This is an optimization exercise on Yosys and OpenROAD, whose aim is small area, not a production implementation.
Where RTL was checked, it was by simulation tests only, not by an equivalence proof against the original.
Power is estimated from default activity; no workload was simulated.

==> flow/design.v <==
module baud_rate_generator(
    input  clk,
    input  reset,
    output tick,
    output bc1
);
    reg [3:0] counter;
    assign bc1  = (counter == 4'd1);
    assign tick = counter[3] & counter[2] & counter[0];    
    always @(posedge clk)
        if (reset | tick) counter <= 4'd0;
        else              counter <= counter + 4'd1;
endmodule
module uart_copro_top(
    input  clk,
    input  reset,
    input  rx,
    output tx,
    input  [1:0] mode
);
    localparam [1:0] IDLE = 2'd0, START = 2'd1, DATA = 2'd2, STOP = 2'd3;
    wire tick, bc1;
    baud_rate_generator BAUD (.clk(clk), .reset(reset), .tick(tick), .bc1(bc1));
    reg [5:0] ph;
    always @(posedge clk) ph <= ph + 6'd1;
    wire ph63 = &ph;
    reg [1:0] rs;
    reg [3:0] rt;
    reg [6:0] w;         
    reg       rxb;       
    wire rt15 = &rt;
    wire rsample    = (rs == DATA) & tick & rt15;
    wire data_ready = (rs == STOP) & tick & rt15;
    wire [5:0] welem = w[6:1] ^ 6'h3C;    
    wire rwr = ((rs == STOP) | ((rs == DATA) & ~&w[2:0])) & (ph == welem);
    always @(posedge clk) begin
        case (rs)
            IDLE:  if (~rx) begin rs <= START; rt <= 4'd0; end
            START: if (tick) begin
                       if (rt == 4'd7) begin rs <= DATA; rt <= 4'd0; end
                       else rt <= rt + 4'd1;
                   end
            DATA:  if (tick) begin
                       if (rt15) begin
                           rt <= 4'd0;
                           if (w[2:0] == 3'd6) rs <= STOP;
                       end else rt <= rt + 4'd1;
                   end
            STOP:  if (tick) begin
                       if (rt15) rs <= IDLE;
                       else rt <= rt + 4'd1;
                   end
        endcase
        if (rsample) rxb <= rx;
        if (reset) begin
            rs <= IDLE;
            w  <= 7'h7F;
        end else if (rsample) begin
            w  <= w + 7'd1;
        end
    end
    reg cflag;
    wire trig = cflag & bc1;
    always @(posedge clk)
        cflag <= ~reset & ((data_ready & (&w)) | (cflag & ~bc1));
    reg [63:0] A0, A1, B0, B1, C0, C1;
    reg [3:0]  X0, X1;
    reg cpend, act, cy, fv1, fv2;
    reg [1:0] mL;
    wire a0 = A0[0], a1 = A1[0];
    wire b0 = B0[0] & fv1, b1 = B1[0] & fv1;
    wire c0 = C0[0] & fv2, c1 = C1[0] & fv2;
    wire s0 = a0 ^ b0 ^ cy;
    wire k0 = (a0 & b0) | (cy & (a0 ^ b0));
    wire s1 = a1 ^ b1 ^ k0;
    wire k1 = (a1 & b1) | (k0 & (a1 ^ b1));
    wire r0 = mL[0] ? a0 : mL[1] ? c0 : s0;
    wire r1 = mL[0] ? a1 : mL[1] ? c1 : s1;
    wire slot0 = (ph[5:2] == 4'd0);
    wire wra = act & ~slot0;     
    wire wrx = act & slot0;      
    always @(posedge clk) begin
        A0 <= {(rwr & ~w[0]) ? rxb : A0[0], A0[63:61], wra ? r0 : A0[60], A0[59:1]};
        A1 <= {(rwr &  w[0]) ? rxb : A1[0], A1[63:61], wra ? r1 : A1[60], A1[59:1]};
        X0 <= {wrx ? r0 : X0[0], X0[3:1]};
        X1 <= {wrx ? r1 : X1[0], X1[3:1]};
        B0 <= {act ? A0[0] : B0[0], B0[63:1]};
        B1 <= {act ? A1[0] : B1[0], B1[63:1]};
        C0 <= {act ? B0[0] : C0[0], C0[63:1]};
        C1 <= {act ? B1[0] : C1[0], C1[63:1]};
        cy <= act & k1;
        if (trig) mL <= mode;
        cpend <= ~reset & (trig | (cpend & ~ph63));
        act   <= ~reset & ((act & ~ph63) | (cpend & ph63));
        if (reset) begin
            fv1 <= 1'b0;
            fv2 <= 1'b0;
        end else if (act & ph63) begin
            fv1 <= 1'b1;
            fv2 <= fv1;
        end
    end
    reg [4:0] pd;
    reg [1:0] ts;
    reg [3:0] tt;
    reg [2:0] nb;
    reg [3:0] D0, D1;    
    wire tt15 = &tt;
    wire tx_done  = (ts == STOP) & tick & tt15;
    wire tx_start = (ts == IDLE) & ~(pd[4] & ~pd[0]) & ~trig;
    wire fetch = (ts == START) & (pd[4] | (ph[5:2] == pd[3:0]));
    always @(posedge clk) begin
        if (reset) begin pd[4] <= 1'b1; pd[0] <= 1'b0; end
        else if (trig) pd <= 5'd14;
        else if (tx_done) pd <= pd - 5'd1;
        D0 <= {fetch ? (pd[4] ? X0[0] : A0[0]) : D0[0], D0[3:1]};
        D1 <= {fetch ? (pd[4] ? X1[0] : A1[0]) : D1[0], D1[3:1]};
        case (ts)
            IDLE:  if (tx_start) begin ts <= START; tt <= 4'd0; end
            START: if (tick) begin
                       if (tt15) begin ts <= DATA; tt <= 4'd0; nb <= 3'd0; end
                       else tt <= tt + 4'd1;
                   end
            DATA:  if (tick) begin
                       if (tt15) begin
                           tt <= 4'd0;
                           if (&nb) ts <= STOP; else nb <= nb + 3'd1;
                       end else tt <= tt + 4'd1;
                   end
            STOP:  if (tick) begin
                       if (tt15) ts <= IDLE;
                       else tt <= tt + 4'd1;
                   end
        endcase
        if (reset) ts <= IDLE;
    end
    wire [1:0] dst = nb[2:1] - ph[1:0];
    wire [3:0] dsel = nb[0] ? D1 : D0;
    assign tx = (ts == DATA) ? dsel[dst] : (ts != START);
endmodule
Settings: LEC_CHECK=0, CAP_MARGIN=20, CORE_MARGIN=2, CORE_UTILIZATION=65, CTS_BUF_LIST=sky130_fd_sc_hd__clkbuf_8, CTS_CLUSTER_DIAMETER=60, CTS_CLUSTER_SIZE=16, SLEW_MARGIN=20; clock period 10.0 ns.
standard.sh (not shown) runs the stock make flow with config.mk's settings and CLKGATE_MAP_FILE= SYNTH_SCRIPT=/design/flow/synth_recipe.tcl, a recipe that flattens the netlist after the stock synthesis.
==> flow/flow/run.sh <==
#!/bin/bash
# Standard layout, except that synthesis maps the logic with an area-oriented
# ABC script (flow/area.abc) instead of ORFS's speed script.  Everything else
# in synthesis is the standard flow's own script (synth_recipe.tcl), so the registers are
# the standard synthesis's.
set -euo pipefail
HERE=$(pwd)
{
  cat <<TCL
proc abc {args} {
  set i [lsearch -exact \$args -script]
  if {\$i >= 0} { lset args [expr {\$i + 1}] $HERE/flow/area.abc }
  yosys abc {*}\$args
}
TCL
  cat synth_recipe.tcl
} > area_synth.tcl
bash standard.sh SYNTH_SCRIPT=$HERE/area_synth.tcl finish > standard.log 2>&1
==> flow/flow/area.abc <==
strash
ifraig
scorr
dc2
strash
dch -f
amap -m
==> next run, changes <==
--- a/flow/design.v
+++ b/flow/design.v
@@ -57,17 +57,22 @@
             w  <= 7'h7F;
         end else if (rsample) begin
             w  <= w + 7'd1;
         end
     end
-    reg cflag;
-    wire trig = cflag & bc1;
-    always @(posedge clk)
-        cflag <= ~reset & ((data_ready & (&w)) | (cflag & ~bc1));
+    reg [1:0] sq;
+    wire trig  = (sq == 2'd1) & bc1;
+    wire cpend = (sq == 2'd3);
+    wire act   = (sq == 2'd2);
+    wire compl = data_ready & (&w);
+    always @(posedge clk) begin
+        sq[0] <= ~reset & ((~sq[1] & (sq[0] | compl)) | (sq[1] & sq[0] & ~ph63));
+        sq[1] <= ~reset & ((sq[0] & (sq[1] | bc1)) | (sq[1] & ~sq[0] & ~ph63));
+    end
     reg [63:0] A0, A1, B0, B1, C0, C1;
     reg [3:0]  X0, X1;
-    reg cpend, act, cy, fv1, fv2;
+    reg cy, fv1, fv2;
     reg [1:0] mL;
     wire a0 = A0[0], a1 = A1[0];
     wire b0 = B0[0] & fv1, b1 = B1[0] & fv1;
     wire c0 = C0[0] & fv2, c1 = C1[0] & fv2;
     wire s0 = a0 ^ b0 ^ cy;
@@ -88,12 +93,10 @@
         B1 <= {act ? A1[0] : B1[0], B1[63:1]};
         C0 <= {act ? B0[0] : C0[0], C0[63:1]};
         C1 <= {act ? B1[0] : C1[0], C1[63:1]};
         cy <= act & k1;
         if (trig) mL <= mode;
-        cpend <= ~reset & (trig | (cpend & ~ph63));
-        act   <= ~reset & ((act & ~ph63) | (cpend & ph63));
         if (reset) begin
             fv1 <= 1'b0;
             fv2 <= 1'b0;
         end else if (act & ph63) begin
             fv1 <= 1'b1;
The new run completed with no timing, DRC or antenna violations.
Global-route usage climbs by 0.29 points.
Wire length climbs slightly.
Via count climbs slightly.
Count of clock-buffer cells in the layout stays the same.
Core utilization climbs by 0.19 points.
Clock skew climbs by 0.014 ns.
Clock power climbs slightly.
Cell count climbs slightly.
Setup slack is worse by 0.0040 ns.
Worst hold slack is worse by 0.0050 ns.
Synthesized cell count climbs slightly.
For the second run of this note, only the layout was checked, not whether the RTL still works.

==> what the ideal ports hide <==
How much do the figures lean on ideal ports? The routed layouts below were timed once more, with nothing changed but the port constraints. Step 1 (the two cells are an assumption about what drives the block):
set clk [get_ports {clk}]
set_driving_cell -lib_cell sky130_fd_sc_hd__clkbuf_16 $clk
set_driving_cell -lib_cell sky130_fd_sc_hd__buf_2 [delete_from_list [all_inputs] $clk]
Step 2 also shifts input and output timing later by t, the mid clock arrival at the registers, as if the neighbouring blocks saw the same clock. a / b / c = ideal / step 1 / step 2; a / b = the first two.
run	t (ns)	setup slack, ns	hold WS [ns]	slew at the worst register clock pin (ns)	pins driven straight from the clock port
the first run	0.555	5.540 / 5.504 / 6.060	0.324 / 0.324 / 0.324	0.10 / 0.10	1
the second run	0.553	5.536 / 5.497 / 6.050	0.319 / 0.319 / 0.319	0.11 / 0.11	1
After both steps every run listed still meets setup and hold.
